This design comes from an exercise in tuning for small area on the open sky130 flow, not from production work.
Only simulation tests tie the RTL to the original design; equivalence was not proved.
No driver is modelled on the clock port, so clocking that relies on it looks cheaper here than on a real chip.
Power is estimated from default activity; no workload was simulated.

==> flow/design.v <==
module LM35INO(
	input clk,
	input rst,
	input ack,
	input [9:0] db,
	output [7:0] sseg,
	output [5:0] en
);
reg [14:0] ca;
reg ta;
wire ca_end = (ca & 15'd11007) == 15'd10922;
wire ca_clr = rst | ca_end;
always @(posedge clk) begin
	ca <= ca_clr ? 15'd630 : {~ca[13:0], ca[14] ^ ca[0]};
	ta <= ~rst & (ta ^ ca_end);
end
wire input_tick = ca_end & ~ta;
reg [15:0] cb;
reg tb;
wire cb_end = (cb & 16'd22527) == 16'd746;
wire cb_clr = rst | cb_end;
always @(posedge clk) begin
	cb <= cb_clr ? 16'd48720 : {~cb[14:0], ~(cb[15] ^ cb[6])};
	tb <= ~rst & (tb ^ cb_end);
end
wire sseg_tick = cb_end & ~tb;
reg [9:0] data;
always @(posedge clk)
	if (rst) data <= 10'd0;
	else if (input_tick & ack) data <= db;
function [3:0] st5;
	input [2:0] r;
	input b;
	reg [3:0] v;
	begin
		v = {r, b};
		st5[3] = (v >= 4'd5);
		st5[2:0] = (v >= 4'd5) ? v - 4'd5 : v;
	end
endfunction
reg [2:0] r1, r2;
reg [6:0] q1;
reg [3:0] q2, t;
integer i;
always @* begin
	r1 = {1'b0, data[9], data[8]};
	for (i = 7; i >= 1; i = i - 1) begin
		t = st5(r1, data[i]);
		q1[i-1] = t[3];
		r1 = t[2:0];
	end
	r2 = {1'b0, q1[6], q1[5]};
	q2[3:2] = 2'b00;
	for (i = 4; i >= 1; i = i - 1) begin
		t = st5(r2, q1[i]);
		q2[i-1] = t[3];
		r2 = t[2:0];
	end
end
wire [3:0] ones = {r1, data[0]};
wire [3:0] tens = {r2, q1[0]};
wire [3:0] hund = (q2 == 4'd10) ? 4'd0 : q2;
reg [1:0] pos;
reg [3:0] digit;
wire [1:0] pos_nx = (pos == 2'd3) ? 2'd1 : pos + 2'd1;
always @(posedge clk) begin
	if (rst) begin
		pos <= 2'd0;
		digit <= 4'd0;
	end else if (sseg_tick) begin
		pos <= pos_nx;
		digit <= (pos_nx == 2'd1) ? ones : (pos_nx == 2'd2) ? tens : hund;
	end
end
wire [15:0] seg_t0 = 16'b1111110000010010;
wire [15:0] seg_t1 = 16'b1111110001100000;
wire [15:0] seg_t2 = 16'b1111110000000100;
wire [15:0] seg_t3 = 16'b1111110010010010;
wire [15:0] seg_t4 = 16'b1111111010111010;
wire [15:0] seg_t5 = 16'b1111110010001110;
wire [15:0] seg_t6 = 16'b1111110010000011;
wire [6:0] seg_d = {seg_t6[digit], seg_t5[digit], seg_t4[digit], seg_t3[digit], seg_t2[digit], seg_t1[digit], seg_t0[digit]};
assign en = {3'b111, pos != 2'd3, pos != 2'd2, pos != 2'd1};
assign sseg = {pos != 2'd2, seg_d};
endmodule
Settings: LEC_CHECK=0, ABC_AREA=1, CAP_MARGIN=20, CORE_MARGIN=2, CORE_UTILIZATION=40, SLEW_MARGIN=20; clock period 20.0 ns.
standard.sh (not shown) runs the stock make flow with config.mk's settings and CLKGATE_MAP_FILE= SYNTH_SCRIPT=/design/flow/synth_recipe.tcl, a recipe that flattens the netlist after the stock synthesis.
==> flow/flow/run.sh <==
#!/bin/bash
# The standard layout (standard.sh) with these changes:
#  - synthesis is synth_recipe.tcl unchanged except that ABC maps the logic with
#    flow/abc.script (area-oriented, no buffering or upsizing) and Yosys does not
#    extract half/full adders before ABC (ADDER_MAP_FILE empty);
#  - the port buffers are the smallest buffer cell;
#  - CTS uses clkbuf_4 and adds no dummy clock loads; flow/cts_post.tcl then makes
#    any clock buffer driving more than 12 flip-flops a clkbuf_8.
# Each tool's output goes to the ORFS logs; make's own output to standard.log.
set -euo pipefail
W=$(pwd)
sed 's#log_cmd abc {\*}\$abc_args#log_cmd abc {*}[lreplace $abc_args 1 1 '"$W"'/flow/abc.script]#' \
    "$FLOW_HOME/scripts/synth.tcl" > my_synth_body.tcl
grep -q "flow/abc.script" my_synth_body.tcl
sed "s#source \$::env(SCRIPTS_DIR)/synth.tcl#source $W/my_synth_body.tcl#" synth_recipe.tcl > my_synth.tcl
grep -q "my_synth_body.tcl" my_synth.tcl
sed -e "s#SYNTH_SCRIPT=[^ ]*#SYNTH_SCRIPT=$W/my_synth.tcl#" \
    -e "s#CLKGATE_MAP_FILE= #CLKGATE_MAP_FILE= ADDER_MAP_FILE= #" standard.sh > my_standard.sh
grep -q "my_synth.tcl" my_standard.sh
grep -q "ADDER_MAP_FILE= " my_standard.sh
export BUFFER_PORTS_ARGS="-buffer_cell sky130_fd_sc_hd__buf_1"
export CTS_ARGS="-sink_clustering_enable -repair_clock_nets -dont_use_dummy_load -buf_list {sky130_fd_sc_hd__clkbuf_4}"
export POST_CTS_TCL="$W/flow/cts_post.tcl"
bash my_standard.sh > standard.log 2>&1
==> flow/flow/abc.script <==
strash
&get -n
&deepsyn -T 60
&put
dch
amap
topo
stime -c
==> flow/flow/cts_post.tcl <==
# Run by ORFS at the end of its CTS step (POST_CTS_TCL): a clock buffer that drives
# more than 12 flip-flops is made a clkbuf_8, so that clock-pin slews stay low;
# the cells are then legalized again.
estimate_parasitics -placement
foreach inst [get_cells clkbuf_*] {
  set out [get_pins -of_objects $inst -filter "direction==output"]
  set n [llength [get_pins -of_objects [get_nets -of_objects $out] -filter "direction==input"]]
  if { $n > 12 } {
    puts "cts_post: [get_full_name $inst] drives $n pins, now sky130_fd_sc_hd__clkbuf_8"
    replace_cell $inst sky130_fd_sc_hd__clkbuf_8
  }
}
detailed_placement
check_placement -verbose
estimate_parasitics -placement
The starting point produced a clean layout.
Change:
==> flow/run.sh (new file) <==
#!/bin/bash
# synth_recipe.tcl (not shown) runs the flow's synth.tcl, then flattens the netlist and writes it again
# the make line also repeats each setting of config.mk as NAME=value (left out here)
make -C /OpenROAD-flow-scripts/flow DESIGN_CONFIG=/design/flow/config.mk WORK_HOME=/design/flow/orfs CLKGATE_MAP_FILE= SYNTH_SCRIPT=/design/flow/synth_recipe.tcl finish
removed: flow/flow/run.sh
removed: flow/flow/abc.script
removed: flow/flow/cts_post.tcl
removed: flow/standard.sh
Outcome: Sequential share of layout area decreases by 14 points; non-clock buffer count stays the same; global-route usage decreases by 0.88 points; worst setup slack is worse by 1.1 ns; cell area increases by about 50%; cell count increases by about 40%; clock-buffer cell count increases by 1; maximum frequency decreases by 17%; synthesized cell count increases by about 45%; via count increases by 31%.
Change:
==> flow/flow/run.sh (new file) <==
#!/bin/bash
# The standard layout (standard.sh) with these changes:
#  - synthesis is synth_recipe.tcl unchanged except that ABC maps the logic with
#    flow/abc.script (area-oriented, no buffering or upsizing) and Yosys does not
#    extract half/full adders before ABC (ADDER_MAP_FILE empty);
#  - the port buffers are the smallest buffer cell;
#  - CTS uses clkbuf_4 and adds no dummy clock loads.
# Each tool's output goes to the ORFS logs; make's own output to standard.log.
set -euo pipefail
W=$(pwd)
sed 's#log_cmd abc {\*}\$abc_args#log_cmd abc {*}[lreplace $abc_args 1 1 '"$W"'/flow/abc.script]#' \
    "$FLOW_HOME/scripts/synth.tcl" > my_synth_body.tcl
grep -q "flow/abc.script" my_synth_body.tcl
sed "s#source \$::env(SCRIPTS_DIR)/synth.tcl#source $W/my_synth_body.tcl#" synth_recipe.tcl > my_synth.tcl
grep -q "my_synth_body.tcl" my_synth.tcl
sed -e "s#SYNTH_SCRIPT=[^ ]*#SYNTH_SCRIPT=$W/my_synth.tcl#" \
    -e "s#CLKGATE_MAP_FILE= #CLKGATE_MAP_FILE= ADDER_MAP_FILE= #" standard.sh > my_standard.sh
grep -q "my_synth.tcl" my_standard.sh
grep -q "ADDER_MAP_FILE= " my_standard.sh
export BUFFER_PORTS_ARGS="-buffer_cell sky130_fd_sc_hd__buf_1"
export CTS_ARGS="-sink_clustering_enable -repair_clock_nets -dont_use_dummy_load -buf_list {sky130_fd_sc_hd__clkbuf_4 sky130_fd_sc_hd__clkbuf_8}"
bash my_standard.sh > standard.log 2>&1
==> flow/flow/abc.script (new file) <==
strash
&get -n
&deepsyn -T 60
&put
dch
amap
topo
stime -c
==> flow/standard.sh (new file) <==
#!/bin/bash
# synth_recipe.tcl (not shown) runs the flow's synth.tcl, then flattens the netlist and writes it again
# the make line also repeats each setting of config.mk as NAME=value (left out here)
make -C /OpenROAD-flow-scripts/flow DESIGN_CONFIG=/design/flow/config.mk WORK_HOME=/design/flow/orfs CLKGATE_MAP_FILE= SYNTH_SCRIPT=/design/flow/synth_recipe.tcl "${@:-finish}"
removed: flow/run.sh
=>
- final area shrinks by a quarter to a third
- clock-buffer cell count goes down by 1
- area after synthesis decreases by a quarter to a third
- power is lower by a little under a tenth
- cell count came out lower by a quarter to a third
- wire length drops by a quarter to a third
- die area is lower by a quarter to a third
Change:
==> flow/run.sh (new file) <==
#!/bin/bash
# synth_recipe.tcl (not shown) runs the flow's synth.tcl, then flattens the netlist and writes it again
# the make line also repeats each setting of config.mk as NAME=value (left out here)
make -C /OpenROAD-flow-scripts/flow DESIGN_CONFIG=/design/flow/config.mk WORK_HOME=/design/flow/orfs CLKGATE_MAP_FILE= SYNTH_SCRIPT=/design/flow/synth_recipe.tcl finish
Settings changed: ABC_AREA 1 to not set.
removed: flow/flow/run.sh
removed: flow/flow/abc.script
removed: flow/standard.sh
The new run passed the timing, DRC and antenna checks.
Worst setup slack is worse by 2.7 ns.
Final cell count is higher by 42%.
Register-to-register slack is worse by 2.7 ns.
Count of clock-buffer cells in the layout is higher by 1.
Routed wire length is higher by 63%.
Critical path depth is higher by 7.
Design area is higher by 63%.
Maximum frequency is lower by 32%.
Clock power is higher by 14%.
Sequential power stays flat.
Utilization is higher by 0.15 points.
Change:
==> flow/flow/run.sh (new file) <==
#!/bin/bash
# The standard layout (standard.sh) with these changes:
#  - synthesis is synth_recipe.tcl unchanged except that ABC maps the logic with
#    flow/abc.script (area-oriented, no buffering or upsizing) and Yosys does not
#    extract half/full adders before ABC (ADDER_MAP_FILE empty);
#  - the port buffers are the smallest buffer cell;
#  - CTS uses clkbuf_4 or clkbuf_8 and adds no dummy clock loads.
# Each tool's output goes to the ORFS logs; make's own output to standard.log.
set -euo pipefail
W=$(pwd)
sed 's#log_cmd abc {\*}\$abc_args#log_cmd abc {*}[lreplace $abc_args 1 1 '"$W"'/flow/abc.script]#' \
    "$FLOW_HOME/scripts/synth.tcl" > my_synth_body.tcl
grep -q "flow/abc.script" my_synth_body.tcl
sed "s#source \$::env(SCRIPTS_DIR)/synth.tcl#source $W/my_synth_body.tcl#" synth_recipe.tcl > my_synth.tcl
grep -q "my_synth_body.tcl" my_synth.tcl
sed -e "s#SYNTH_SCRIPT=[^ ]*#SYNTH_SCRIPT=$W/my_synth.tcl#" \
    -e "s#CLKGATE_MAP_FILE= #CLKGATE_MAP_FILE= ADDER_MAP_FILE= #" standard.sh > my_standard.sh
grep -q "my_synth.tcl" my_standard.sh
grep -q "ADDER_MAP_FILE= " my_standard.sh
export BUFFER_PORTS_ARGS="-buffer_cell sky130_fd_sc_hd__buf_1"
export CTS_ARGS="-sink_clustering_enable -repair_clock_nets -dont_use_dummy_load -buf_list {sky130_fd_sc_hd__clkbuf_4 sky130_fd_sc_hd__clkbuf_8}"
bash my_standard.sh > standard.log 2>&1
==> flow/flow/abc.script (new file) <==
strash
&get -n
&deepsyn -T 60
&put
dch
amap
topo
stime -c
==> flow/standard.sh (new file) <==
#!/bin/bash
# synth_recipe.tcl (not shown) runs the flow's synth.tcl, then flattens the netlist and writes it again
# the make line also repeats each setting of config.mk as NAME=value (left out here)
make -C /OpenROAD-flow-scripts/flow DESIGN_CONFIG=/design/flow/config.mk WORK_HOME=/design/flow/orfs CLKGATE_MAP_FILE= SYNTH_SCRIPT=/design/flow/synth_recipe.tcl "${@:-finish}"
Settings changed: ABC_AREA set to 1.
removed: flow/run.sh
Outcome: Cell area decreases by 39%. Sequential share of layout area increases by 17 points. Via count decreases by 32%. Non-clock buffer count decreases by 1. Wire length decreases by 38%. Global-route usage decreases by 0.85 points. Register-to-register slack improves by 2.7 ns. Power decreases by 5.4%. Synthesized area decreases by 38%. Core utilization decreases by 0.15 points.

==> what the ideal ports hide <==
The results above use ideal ports. As a check the final layouts listed here were re-extracted and re-timed, cells and wires unchanged. Step 1, drivers: a clkbuf_16 drives clk and a buf_2 each remaining input, both assumed. Step 2 times the ports against the registers' clock, not the clock port: input delays grow and output delays shrink by t, the midpoint of the rising clock arrivals with the driver on. a / b / c = no drivers / after step 1 / after step 2; a / b = the first two.
run	t (ns)	slack for setup (ns)	hold slack, ns
the first run	0.350	14.330 / 14.330 / 14.330	0.368 / 0.368 / 0.368
the second run	0.326	13.204 / 13.204 / 13.204	0.381 / 0.381 / 0.381
the third run	0.308	14.290 / 14.290 / 14.290	0.363 / 0.363 / 0.363
the fourth run	0.324	11.576 / 11.576 / 11.576	0.371 / 0.371 / 0.371
the fifth run	0.308	14.290 / 14.290 / 14.290	0.363 / 0.363 / 0.363
After both steps setup and hold are still met in every run listed.
